Source: an optimization exercise on an open RTL-to-GDS flow (aim: small area). Production flows keep margins and buffers that such runs may drop.
No activity file was given, so power comes from the tool's default toggle rates.

==> flow/design.v <==
`timescale 1ns/1ps
module ingress (
    input clock, reset_n,
    input frame_n, valid_n, di,
    input granted,
    output reg pend,
    output reg [2:0] aq,
    output reg [2:0] w,
    output reg cur,
    output reg [31:0] ra, rb
);
    reg [1:0] ca;
    reg [2:0] ain;
    reg d1;
    wire last = !valid_n & frame_n;
    always @(posedge clock) begin
        ra <= {ra[30:0], (!valid_n & !cur) ? di : ra[31]};
        rb <= {rb[30:0], (!valid_n & cur) ? di : rb[31]};
        if (last) cur <= ~cur;
        if (!reset_n) begin
            ca <= 2'd0;
            d1 <= 1'b0;
            pend <= 1'b0;
        end else begin
            if (frame_n & valid_n) ca <= 2'd0;
            else if (!frame_n & valid_n & (ca != 2'd3)) begin
                ca <= ca + 2'd1;
                ain <= {di, ain[2:1]};
            end
            d1 <= last;
            if (d1) pend <= 1'b1;
            else if (granted) pend <= 1'b0;
        end
        if (d1) begin
            aq <= ain;
            w <= 3'd0;
        end else if (pend) w <= w + 3'd1;
    end
endmodule
`timescale 1ns/1ps
module selector #(parameter TWO = 1, parameter OWNQ = 1) (
    input clock, reset_n, start,
    input [2:0] aq,             
    input [3:0] hd,             
    input [4:0] m,              
    input [2:0] w,              
    input rsel,                 
    input [31:0] ra, rb,
    output reg act,
    output [2:0] tq,
    output reg [3:0] ts,
    output stream
);
    reg [4:0] kp, cnt;
    reg rs;
    reg [2:0] tqr;
    always @(posedge clock) begin
        if (!reset_n) act <= 1'b0;
        else if (start) act <= 1'b1;
        else if (cnt == 5'd0) act <= 1'b0;
        if (start) begin
            tqr <= aq;
            ts <= hd;
            rs <= rsel;
            kp <= m + w;
            cnt <= 5'd31;
        end else begin
            cnt <= cnt - 5'd1;
        end
    end
    assign tq = OWNQ ? tqr : aq;
    wire [31:0] r = (TWO && rs) ? rb : ra;
    assign stream = r[kp];
endmodule
`timescale 1ns/1ps
module rf32 (
    input clock, x, clr,
    output r1
);
    reg [31:0] r;
    always @(posedge clock) r <= {r[30:2], r[1] & ~clr, r[0], r[31] | x};
    assign r1 = r[1];
endmodule
`timescale 1ns/1ps
module fifo3 (
    input clock, reset_n, init,
    input [4:0] G,
    input [7:0] req,            
    input [9:0] cq,             
    input [159:0] csd,          
    output we,
    output reg [3:0] head,
    output [4:0] m,             
    output dout, valido_n
);
    reg [3:0] tail;
    reg emp, emp_d;
    reg [4:0] L;
    wire pop, snd;
    wire full = (head == tail) & ~emp;
    assign we = (|req) & ~full;
    assign m = emp ? 5'd1 : L + 5'd1 - G;
    always @(posedge clock) begin
        if (!reset_n) begin
            head <= 4'd0;
            tail <= 4'd0;
            emp <= 1'b1;
        end else begin
            if (we) head <= head + 4'd1;
            if (pop) tail <= tail + 4'd1;
            if (we && !pop) emp <= 1'b0;
            else if (!we && pop && (tail + 4'd1 == head)) emp <= 1'b1;
        end
        if (we) L <= emp ? G + 5'd2 : L + 5'd2;
        emp_d <= emp | ~reset_n;
    end
    egress e (.clock(clock), .reset_n(reset_n), .empty(emp_d), .pop(pop), .snd(snd),
        .valido_n(valido_n));
    wire [15:0] r1v;
    genvar s, c;
    generate
        for (s = 0; s < 16; s = s + 1) begin : g_s
            wire [9:0] hd;
            for (c = 0; c < 10; c = c + 1) begin : g_h
                assign hd[c] = cq[c] & csd[16*c + s];
            end
            wire x = |hd;
            wire clr = init | (snd & (tail == s));
            rf32 r (.clock(clock), .x(x), .clr(clr), .r1(r1v[s]));
        end
    endgenerate
    assign dout = r1v[tail];
endmodule
`timescale 1ns/1ps
module egress (
    input clock, reset_n, empty,
    output pop, snd, valido_n
);
    reg [5:0] ec;
    always @(posedge clock) begin
        if (!reset_n) ec <= 6'd0;
        else if (ec == 6'd0) ec <= empty ? 6'd0 : 6'd1;
        else if (ec == 6'd33) ec <= 6'd0;
        else ec <= ec + 6'd1;
    end
    assign pop = (ec == 6'd32);
    assign snd = (ec != 6'd0) & (ec != 6'd33);
    assign valido_n = ~snd;
endmodule
`timescale 1ns/1ps
module router(
    input clock, reset_n,
    input [7:0] frame_n, valid_n, di,
    output [7:0] dout, valido_n, frameo_n
);
    reg [4:0] G;
    always @(posedge clock) if (!reset_n) G <= 5'd0; else G <= G + 5'd1;
    reg init;
    always @(posedge clock) if (!reset_n) init <= 1'b1; else if (G == 5'd31) init <= 1'b0;
    wire [7:0] pend, granted;
    wire [23:0] aq, wv;
    wire [63:0] grant;            
    wire [7:0] we_all;
    wire [31:0] head_all;
    wire [39:0] m_all;
    wire [9:0] cact, cstr;
    wire [29:0] ctq;
    wire [39:0] cts;
    wire [79:0] cq;               
    wire [159:0] csd;             
    genvar i, q, s, c;
    generate
        for (c = 0; c < 10; c = c + 1) begin : g_dec
            for (q = 0; q < 8; q = q + 1) begin : g_dq
                assign cq[8*c + q] = cact[c] & (ctq[3*c +: 3] == q);
            end
            for (s = 0; s < 16; s = s + 1) begin : g_ds
                assign csd[16*c + s] = (cts[4*c +: 4] == s) & cstr[c];
            end
        end
        for (i = 0; i < 8; i = i + 1) begin : g_in
            wire [31:0] ra, rb;
            wire cur;
            ingress ip (.clock(clock), .reset_n(reset_n), .frame_n(frame_n[i]),
                .valid_n(valid_n[i]), .di(di[i]), .granted(granted[i]), .pend(pend[i]),
                .aq(aq[3*i +: 3]), .w(wv[3*i +: 3]), .cur(cur), .ra(ra), .rb(rb));
            wire [7:0] blk;
            for (c = 0; c < 8; c = c + 1) begin : g_b
                if (c < i) assign blk[c] = pend[c] & (aq[3*c +: 3] == aq[3*i +: 3]);
                else assign blk[c] = 1'b0;
            end
            assign granted[i] = pend[i] & ~|blk;
            wire [7:0] g;
            wire [3:0] hd;
            wire [4:0] m;
            wire st;
            for (q = 0; q < 8; q = q + 1) begin : g_g
                assign g[q] = grant[8*q + i];
            end
            assign st = |(g & we_all);
            sel8 #(.W(4)) sh (.s(g), .d(head_all), .y(hd));
            sel8 #(.W(5)) sm (.s(g), .d(m_all), .y(m));
            if (i < 6) begin : g_one
                selector #(.TWO(1), .OWNQ(i >= 5)) ch (.clock(clock), .reset_n(reset_n),
                    .start(st), .aq(aq[3*i +: 3]), .hd(hd), .m(m), .w(wv[3*i +: 3]),
                    .rsel(cur), .ra(rb), .rb(ra), .act(cact[i]), .tq(ctq[3*i +: 3]),
                    .ts(cts[4*i +: 4]), .stream(cstr[i]));
            end else begin : g_two
                selector #(.TWO(0), .OWNQ(1)) cha (.clock(clock), .reset_n(reset_n),
                    .start(st & cur), .aq(aq[3*i +: 3]), .hd(hd), .m(m), .w(wv[3*i +: 3]),
                    .rsel(1'b0), .ra(ra), .rb(ra), .act(cact[i]), .tq(ctq[3*i +: 3]),
                    .ts(cts[4*i +: 4]), .stream(cstr[i]));
                selector #(.TWO(0), .OWNQ(1)) chb (.clock(clock), .reset_n(reset_n),
                    .start(st & ~cur), .aq(aq[3*i +: 3]), .hd(hd), .m(m), .w(wv[3*i +: 3]),
                    .rsel(1'b0), .ra(rb), .rb(rb), .act(cact[i+2]), .tq(ctq[3*(i+2) +: 3]),
                    .ts(cts[4*(i+2) +: 4]), .stream(cstr[i+2]));
            end
        end
        for (q = 0; q < 8; q = q + 1) begin : g_q
            wire [7:0] req;
            for (i = 0; i < 8; i = i + 1) begin : g_r
                assign req[i] = pend[i] & (aq[3*i +: 3] == q);
            end
            assign grant[8*q +: 8] = req & granted;
            wire [9:0] cqq;
            for (c = 0; c < 10; c = c + 1) begin : g_c
                assign cqq[c] = cq[8*c + q];
            end
            fifo3 f (.clock(clock), .reset_n(reset_n), .init(init), .G(G), .req(req),
                .cq(cqq), .csd(csd), .we(we_all[q]),
                .head(head_all[4*q +: 4]), .m(m_all[5*q +: 5]),
                .dout(dout[q]), .valido_n(valido_n[q]));
            assign frameo_n[q] = valido_n[q];
        end
    endgenerate
endmodule
module sel8 #(parameter W = 4) (
    input [7:0] s,
    input [8*W-1:0] d,
    output [W-1:0] y
);
    genvar b, q;
    generate
        for (b = 0; b < W; b = b + 1) begin : g_b
            wire [7:0] t;
            for (q = 0; q < 8; q = q + 1) begin : g_q
                assign t[q] = s[q] & d[W*q + b];
            end
            assign y[b] = |t;
        end
    endgenerate
endmodule
Settings: LEC_CHECK=0, CAP_MARGIN=20, CORE_MARGIN=2, CORE_UTILIZATION=35, CTS_BUF_LIST=sky130_fd_sc_hd__clkbuf_16, CTS_CLUSTER_DIAMETER=50, CTS_CLUSTER_SIZE=24, SLEW_MARGIN=30; clock period 12.0 ns.
run.sh (not shown) runs the stock make flow with config.mk's settings and CLKGATE_MAP_FILE= SYNTH_SCRIPT=/design/flow/synth_recipe.tcl, a recipe that flattens the netlist after the stock synthesis.
Change:
--- a/flow/config.mk
+++ b/flow/config.mk
@@ -11,4 +11,4 @@
 export CTS_BUF_LIST = sky130_fd_sc_hd__clkbuf_16
-export CTS_CLUSTER_DIAMETER = 50
-export CTS_CLUSTER_SIZE = 24
+export CTS_CLUSTER_DIAMETER = 80
+export CTS_CLUSTER_SIZE = 32
 export SLEW_MARGIN = 30
Global-route usage is lower by 0.18 points.
Utilization is lower by 1.6 points.
Wire length is lower by 0.78%.
Register-to-register slack gets worse by 0.16 ns.
Design area is lower by 4.0%.
Sequential power stays flat.
Worst setup slack gets worse by 0.0033 ns.
Change:
--- a/flow/config.mk
+++ b/flow/config.mk
@@ -10,5 +10,3 @@
 export CORE_UTILIZATION = 35
-export CTS_BUF_LIST = sky130_fd_sc_hd__clkbuf_16
-export CTS_CLUSTER_DIAMETER = 80
-export CTS_CLUSTER_SIZE = 32
+export CTS_BUF_LIST = sky130_fd_sc_hd__clkbuf_8
 export SLEW_MARGIN = 30
What happened:
- sequential power stays flat
- count of clock-buffer cells in the layout is higher by 704
- critical path depth does not change
- maximum frequency drops by about 4%
- core utilization climbs by 2.4 points
- sequential cell count stays the same
- die area is unchanged
- worst setup slack got worse by 0.23 ns
- sequential share of layout area fell by 4.0 points
- hold slack barely changes
Change:
--- a/flow/config.mk
+++ b/flow/config.mk
@@ -10,3 +10,5 @@
 export CORE_UTILIZATION = 35
-export CTS_BUF_LIST = sky130_fd_sc_hd__clkbuf_8
+export CTS_BUF_LIST = sky130_fd_sc_hd__clkbuf_16
+export CTS_CLUSTER_DIAMETER = 60
+export CTS_CLUSTER_SIZE = 30
 export SLEW_MARGIN = 30
First-iteration DRC count climbs by about 5%.
Power drops by 7.3%.
Final area drops by 2.9%.
Sequential share of layout area climbs by 2.0 points.
Wire length drops by about 1.7%.
Fmax climbs by 4.2%.
Combinational power is about the same.
Change:
--- a/flow/config.mk
+++ b/flow/config.mk
@@ -10,5 +10,3 @@
 export CORE_UTILIZATION = 35
-export CTS_BUF_LIST = sky130_fd_sc_hd__clkbuf_16
-export CTS_CLUSTER_DIAMETER = 60
-export CTS_CLUSTER_SIZE = 30
+export CTS_BUF_LIST = sky130_fd_sc_hd__clkbuf_4
 export SLEW_MARGIN = 30
=>
- clock power rose by about a fifth
- global-route usage rose by 0.89 points
- via count rose by a little under a tenth
- register-to-register slack degrades by 0.08 ns
- cell area rose by a few percent
- non-clock buffer count rose by 1
- worst setup slack degrades by 0.69 ns
No functional check of the RTL was part of any run of this note.

-- static timing again, ports no longer ideal --
Ports are ideal in the flow. The routed layouts listed here were re-timed in OpenROAD. Step 1 (the two cells are an assumption about what drives the block):
set clk [get_ports {clock}]
set_driving_cell -lib_cell sky130_fd_sc_hd__clkbuf_16 $clk
set_driving_cell -lib_cell sky130_fd_sc_hd__buf_2 [delete_from_list [all_inputs] $clk]
Step 2 also shifts input and output timing later by t, the mid clock arrival at the registers, as if the neighbouring blocks saw the same clock. Three values: ideal, step 1, step 2; two values: the first two.
| run | t (ns) | setup WS [ns] | hold WS [ns] | cell pins on the clock port's net |
|---|---|---|---|---|
| the first run | 1.056 | 6.107 / 5.992 / 7.048 | 0.261 / 0.261 / 0.261 | 1 |
| the second run | 1.062 | 6.104 / 5.991 / 6.994 | 0.273 / 0.273 / 0.273 | 1 |
| the third run | 1.299 | 5.869 / 5.757 / 7.056 | 0.275 / 0.275 / 0.275 | 1 |
| the fourth run | 1.038 | 6.114 / 5.999 / 7.037 | 0.301 / 0.301 / 0.301 | 1 |
| the fifth run | 1.703 | 5.422 / 5.310 / 7.013 | 0.192 / 0.192 / 0.192 | 1 |
After both steps every run listed still meets setup and hold.
